This design comes from an exercise in tuning for small area, a short achievable clock period and few clock cycles per item on the open sky130 flow, not from production work. The RTL was checked by simulation tests, not by an equivalence proof against the original design. No activity file was given, so power comes from the tool's default toggle rates.

Setup of job 2354:
Design mmult, start of the top module:
module mmult(
    input clk,
    input reset_n,
    input enable,
    input [0:9*8-1] A_mat,
    input [0:9*8-1] B_mat,
    output valid,
    output reg [0:9*17-1] C_mat
);
For scale: roughly 2900 cells after synthesis, ~300 I/O pins, roughly 29000 um^2 of cells after synthesis.
Settings: LEC_CHECK=0, CAP_MARGIN=20, CORE_MARGIN=2, CORE_UTILIZATION=60, SLEW_MARGIN=20; clock period 11.0 ns.
standard.sh (not shown) runs the stock make flow with config.mk's settings and CLKGATE_MAP_FILE= SYNTH_SCRIPT=/design/flow/synth_recipe.tcl, a recipe that flattens the netlist after the stock synthesis.
==> flow/flow/run.sh <==
#!/bin/bash
# Standard layout, with these changes: Yosys's "abc -fast" pre-pass is skipped
# (so the full adders extract with clean polarity), the port buffers are the
# smallest plain buffer instead of the delay buffer buffer_ports picks, and
# timing repair aims for 6.5 ns of setup slack instead of 0.
export SYNTH_ARGS=-noabc
export BUFFER_PORTS_ARGS="-buffer_cell sky130_fd_sc_hd__buf_1"
export SETUP_SLACK_MARGIN=6.5
bash standard.sh > standard.log 2>&1
Testbench counts of job 2354, summed over its fixed seeds: cycles 2,048, items 512.
The following lists how job 9457 was set up differently from job 2354:
Settings: swapping 60 for 40 in CORE_UTILIZATION.
--- a/flow/flow/run.sh
+++ b/flow/flow/run.sh
@@ -4,6 +4,8 @@
 # smallest plain buffer instead of the delay buffer buffer_ports picks, and
-# timing repair aims for 6.5 ns of setup slack instead of 0.
+# timing repair aims for 7.5 ns of setup slack instead of 0,
+# using only gate sizing and pin swaps.
 export SYNTH_ARGS=-noabc
 export BUFFER_PORTS_ARGS="-buffer_cell sky130_fd_sc_hd__buf_1"
-export SETUP_SLACK_MARGIN=6.5
+export SETUP_SLACK_MARGIN=7.5
+export SETUP_MOVE_SEQUENCE=unbuffer,sizeup,swap
 bash standard.sh > standard.log 2>&1
[summary]
- Looking only at final critical-path required period, and setting everything else aside, the lower value of job 2354 and job 9457 goes to job 9457.
- From job 2354 to job 9457 the numbers moved as follows: multi-input gate share of total cell area went up by 0.84 points; share of power burned in registers shrank by 3.2 points; least setup slack across all paths after layout increased by 0.19 ns relative to the old numbers; cell area after technology mapping saw little to no change; share of power burned in combinational logic increased 5.2 points.
- Summary: with job 2354 as the reference, largest voltage drop on the vdd net in job 9457 moved up by more than a quarter.
- Area taken by flip-flops and latches ends up higher on job 9457.
- For the via density per instance, job 9457 came in 8.3% lower than job 2354 did.
- Worst setup slack before clock tree synthesis was lower in job 9457 than in job 2354.
- In the metrics for job 2354 and job 9457, the one carrying the lower clock latency on the worst-skew pair is job 2354.
--- input diff job 9457..job 4092 ---
Settings: setting ABC_AREA to 1 for the first time.
==> flow/flow/run.sh <==
#!/bin/bash
# Standard layout, with these changes: Yosys's "abc -fast" pre-pass is skipped
# (so the full adders extract with clean polarity), the port buffers are the
# smallest plain buffer instead of the delay buffer buffer_ports picks, and
# timing repair aims for 6.5 ns of setup slack instead of 0.
export SYNTH_ARGS=-noabc
export BUFFER_PORTS_ARGS="-buffer_cell sky130_fd_sc_hd__buf_1"
export SETUP_SLACK_MARGIN=6.5
bash standard.sh > standard.log 2>&1
Results
sky130_fd_sc_hd__dfxtp_1 as the library cell contributing the largest single delay on the critical path was reported by job 4092, and sky130_fd_sc_hd__dfxtp_4 by job 9457. Job 4092 vs. job 9457: routed via count climbed 4153, critical path depth climbed 4, combinational fraction of design power dropped 4.9 points, synthesized area climbed 9.3%, wire length of the first global-routing pass climbed about 7%. In job 4092, the fmax came out about 1% below the value in job 9457.
The inputs of job 6244 differ from those of job 4092 as listed below.
Settings: ABC_AREA no longer set, was 1.
==> flow/flow/run.sh <==
#!/bin/bash
# Standard layout (the standard.sh), with these changes:
# - Yosys's "abc -fast" pre-pass is skipped, so the full adders extract with
#   clean polarity (no inverters between them);
# - the port buffers are the smallest plain buffer instead of the delay buffer
#   buffer_ports picks;
# - timing repair aims for 0 ns of setup slack in floorplan and 6.8 ns after
#   placement, instead of 0. The clock, period and constraints are unchanged.
set -e
export SYNTH_ARGS=-noabc
export BUFFER_PORTS_ARGS="-buffer_cell sky130_fd_sc_hd__buf_1"
export SETUP_SLACK_MARGIN=0
bash standard.sh synth floorplan > standard_synth_floorplan.log 2>&1
export SETUP_SLACK_MARGIN=6.8

bash standard.sh > standard.log 2>&1
Notes after the runs:
- Relative to job 4092, the wire length on met3 measured on job 6244 has increased by more than 10%.
- Cell area, job 6244 vs job 4092: down by a few percent
- Wire: job 6244 routes less than job 4092
- For die area, dividing the value from job 6244 by the value from job 4092 gives 0.916.
- Re largest clock skew in the final design: job 6244 and job 4092 aren't equal, and the higher value belongs to job 4092.
- Fill cell instance count of the final layout down 1143 in job 6244 wrt job 4092
- Comparing job 6244 and job 4092, cell-internal power is higher on job 6244.
- Taking job 4092 as the reference, in job 6244 worst-margin pin slew now sits lower, highest cell delay on the worst timing path now sits lower.
The inputs of job 3707 differ from those of job 6244 as listed below.
Settings: CTS_CLUSTER_SIZE newly set to 20; CTS_CLUSTER_DIAMETER newly set to 150.
==> flow/flow/run.sh <==
#!/bin/bash
# Standard layout, with these changes: Yosys's "abc -fast" pre-pass is skipped
# (so the full adders extract with clean polarity), the port buffers are the
# smallest plain buffer instead of the delay buffer buffer_ports picks, and
# timing repair aims for 6.6 ns of setup slack instead of 0.
export SYNTH_ARGS=-noabc
export BUFFER_PORTS_ARGS="-buffer_cell sky130_fd_sc_hd__buf_1"
export SETUP_SLACK_MARGIN=6.6
bash standard.sh > standard.log 2>&1
--- outcome ---
- Job 6244 was carried through to the last stage, and its layout satisfied the timing, DRC and antenna checks.
- Job 3707 ended with every stage complete and zero timing, DRC or antenna violations.
- Diff job 6244 -> job 3707: layout-stage area growth over the synthesis result went down by 7.4 points; fraction of the cycle the final worst path needs went up by 1.2 points.
- Diff job 6244 -> job 3707 | combinational power | down by more than 10%
What job 5151 does differently from job 3707 at the input level:
Settings: clearing CTS_CLUSTER_DIAMETER, which used to be 150; clearing CTS_CLUSTER_SIZE, which used to be 20.
==> flow/run.sh (new file) <==
#!/bin/bash
# synth_recipe.tcl (not shown) runs the flow's synth.tcl, then flattens the netlist and writes it again
# the make line also repeats each setting of config.mk as NAME=value (left out here)
make -C /OpenROAD-flow-scripts/flow DESIGN_CONFIG=/design/flow/config.mk WORK_HOME=/design/flow/orfs CLKGATE_MAP_FILE= SYNTH_SCRIPT=/design/flow/synth_recipe.tcl finish
removed: flow/flow/run.sh
removed: flow/standard.sh
## What came out
The run showing the smaller sum of net half-perimeters after detailed placement is job 3707.
Looking at standard cell with the maximum stage delay on the critical path, the sky130_fd_sc_hd__dfxtp_1 result is from job 5151; the sky130_fd_sc_hd__fa_1 one comes from job 3707.
Lower final core utilization goes to job 3707 over job 5151.
Delta (job 5151 minus job 3707): iteration count of the initial detailed-routing pass went down by 1, DRC marker count from the first detailed-route iteration went down by 272, data arrival time of the worst path went up by 0.84 ns.
In the floorplan summary, job 5151 is listed with a die area greater than that of job 3707.
Number of standard-cell rows in the floorplan on job 5151 is up relative to job 3707.
Compared to job 3707, job 5151 has total length of routed met2 wires about 1.4% lower.
Most common cell after layout, fill and taps aside: sky130_fd_sc_hd__inv_1 -> job 5151, sky130_fd_sc_hd__and2_1 -> job 3707
Min xor/xnor share of the synthesized area across job 3707 and job 5151: job 3707

---

Setup of cedar:
mmult, a different RTL version from the one above (not shown whole).
Size: ~2800 cells after synthesis, about 300 I/O pins, ~0.027 mm^2 of cells after synthesis.
==> flow/config.mk <==
export PLATFORM = sky130hd
export DESIGN_NAME = mmult
export DESIGN_NICKNAME = mmult
export VERILOG_FILES = /design/flow/design.v
export SDC_FILE = /design/flow/constraint.sdc
export NUM_CORES = 4
export LEC_CHECK = 0
export CAP_MARGIN = 20
export CORE_MARGIN = 2
export CORE_UTILIZATION = 50
export CTS_CLUSTER_DIAMETER = 150
export CTS_CLUSTER_SIZE = 20
export SLEW_MARGIN = 20
==> flow/constraint.sdc <==
create_clock -name core_clock -period 11.0 [get_ports {clk}]
set_input_delay 2.2000 -clock core_clock [delete_from_list [all_inputs] [get_ports {clk}]]
set_output_delay 2.2000 -clock core_clock [all_outputs]
set_load 0.01 [all_outputs]
==> flow/flow/run.sh <==
#!/bin/bash
# Standard layout, with these changes: Yosys's "abc -fast" pre-pass is skipped
# (so the full adders extract with clean polarity), the port buffers are the
# smallest plain buffer instead of the delay buffer buffer_ports picks, and
# timing repair aims for 6.9 ns of setup slack instead of 0.
export SYNTH_ARGS=-noabc
export BUFFER_PORTS_ARGS="-buffer_cell sky130_fd_sc_hd__buf_1"
export SETUP_SLACK_MARGIN=6.9
bash standard.sh > standard.log 2>&1
Having completed the whole flow, cedar delivered a layout that passed the timing, DRC and antenna checks.
Testbench counts of cedar, summed over its fixed seeds: cycles 2,048, items 512.
The following lists how yarrow was set up differently from cedar:
- CORE_UTILIZATION changed from 50 to 40
--- a/flow/flow/run.sh
+++ b/flow/flow/run.sh
@@ -5 +5 @@
-# timing repair aims for 6.9 ns of setup slack instead of 0.
+# timing repair aims for 7.0 ns of setup slack instead of 0.
@@ -8 +8 @@
-export SETUP_SLACK_MARGIN=6.9
+export SETUP_SLACK_MARGIN=7.0
## What came out
Looking only at combinational power, and setting everything else aside, the higher value of yarrow and cedar goes to yarrow. Cmp yarrow and cedar / wire length / lower: cedar. yarrow vs cedar — total of plain and repair buffers excluding clock buffers climbed by a little under 10%. For clock-cell share of area, cedar and yarrow come out practically identical. Final core utilization was higher in cedar than in yarrow.
Here is what was changed in the inputs of tundra compared with yarrow.
--- a/flow/flow/run.sh
+++ b/flow/flow/run.sh
@@ -5 +5 @@
-# timing repair aims for 7.0 ns of setup slack instead of 0.
+# timing repair aims for 6.6 ns of setup slack instead of 0.
@@ -8 +8 @@
-export SETUP_SLACK_MARGIN=7.0
+export SETUP_SLACK_MARGIN=6.6
## What came out
- Relative to yarrow, proportion of cell area occupied by multi-input gates increased by 1.4 points in tundra.
- | placed wire-length estimate | yarrow vs tundra | ≈ equal |
- Leakage power summed over all cells down 3.1% in tundra wrt yarrow
- Summary: with yarrow as the reference, net total in the final layout in tundra moved down slightly.
> inputs changed (tundra -> ember)
- a change of CORE_UTILIZATION from 40 to 60
--- a/flow/flow/run.sh
+++ b/flow/flow/run.sh
@@ -5 +5 @@
-# timing repair aims for 6.6 ns of setup slack instead of 0.
+# timing repair aims for 6.9 ns of setup slack instead of 0.
@@ -8 +8 @@
-export SETUP_SLACK_MARGIN=6.6
+export SETUP_SLACK_MARGIN=6.9
==> comparison <==
[compare] base=tundra new=ember: final routed wirelength across all metal layers went down by 1.8%, clock-buffer cell count went down by 1, area of all placed cells without fillers went up by about 0.6%. Run comparison: tundra end point of the critical path C_mat[102]; ember end point of the critical path C_mat[34]. [compare] base=tundra new=ember: full die area now sits lower; area growth from synthesis to final layout rose 0.66 points; endpoint arrival time on the critical path decreased by 250 ps relative to the old numbers; register area share after synthesis was more or less identical.
Edits applied to the flow inputs when going from ember to indigo:
- CORE_UTILIZATION changed from 60 to 40
Notes after the runs:
indigo completed; timing, DRC and antenna clean. Final wirelength delta (indigo − ember): unfavourable. Looking only at sequential share of cell area, and setting everything else aside, the lower value of ember and indigo goes to indigo. Going from ember to indigo, quantity of gates resized following cts went up about 9%, clock skew held.
### indigo -> maple
--- a/flow/flow/run.sh
+++ b/flow/flow/run.sh
@@ -5 +5 @@
-# timing repair aims for 6.9 ns of setup slack instead of 0.
+# timing repair aims for 7.1 ns of setup slack instead of 0.
@@ -8 +8 @@
-export SETUP_SLACK_MARGIN=6.9
+export SETUP_SLACK_MARGIN=7.1
Findings:
Looking at part of the total power dissipated in combinational logic, maple sits 1.8 points higher than indigo does.
Total clock network power: indigo vs maple, no meaningful difference
Note that the maximum vdd ir drop recorded for maple amounts to 1.3 times the value seen in indigo.
Number of H-tree levels: maple vs indigo identical
Compared to indigo, the router laid down more metal wire for maple.

==> port drivers added, routing unchanged <==
How much do the figures lean on ideal ports? The routed layouts below were timed once more, with nothing changed but the port constraints. Step 1 assumes that a clkbuf_16 drives the clock port and a buf_2 every other input. Step 2 adds t to the input delays and takes it off the output delays; t is the mean of the earliest and latest rising clock arrival at the registers after step 1. Input paths then give back, and output paths get back, about the clock's delay inside the block. a / b / c = ideal / step 1 / step 2; a / b = the first two.
run	t (ns)	setup WS [ns]	hold slack, ns	worst setup path at the end
job 2354	0.624	6.674 / 6.674 / 6.248	0.412 / 0.412 / 0.412	input to register
job 9457	0.653	6.861 / 6.861 / 6.766	0.399 / 0.399 / 0.399	input to register
job 4092	0.655	6.820 / 6.820 / 6.356	0.405 / 0.405 / 0.405	input to register
job 6244	0.643	6.859 / 6.859 / 6.365	0.396 / 0.396 / 0.396	input to register
job 3707	0.617	6.727 / 6.727 / 6.266	0.393 / 0.393 / 0.393	input to register
job 5151	0.641	5.856 / 5.856 / 5.811	0.411 / 0.411 / 0.411	input to register
cedar	0.603	6.960 / 6.901 / 6.478	0.454 / 0.454 / 0.454	input to register
yarrow	0.603	7.044 / 6.987 / 6.719	0.446 / 0.446 / 0.446	input to register
tundra	0.617	6.712 / 6.648 / 6.480	0.441 / 0.441 / 0.441	input to register
ember	0.613	6.960 / 6.901 / 6.441	0.456 / 0.456 / 0.456	input to register
indigo	0.623	6.991 / 6.925 / 6.464	0.441 / 0.441 / 0.441	input to register
maple	0.615	7.066 / 7.003 / 6.684	0.426 / 0.426 / 0.426	input to register
After both steps setup and hold are still met in every run listed. The setup slack of indigo, which loses most, moves by -0.066 ns with the drivers and by -0.527 ns with both steps.
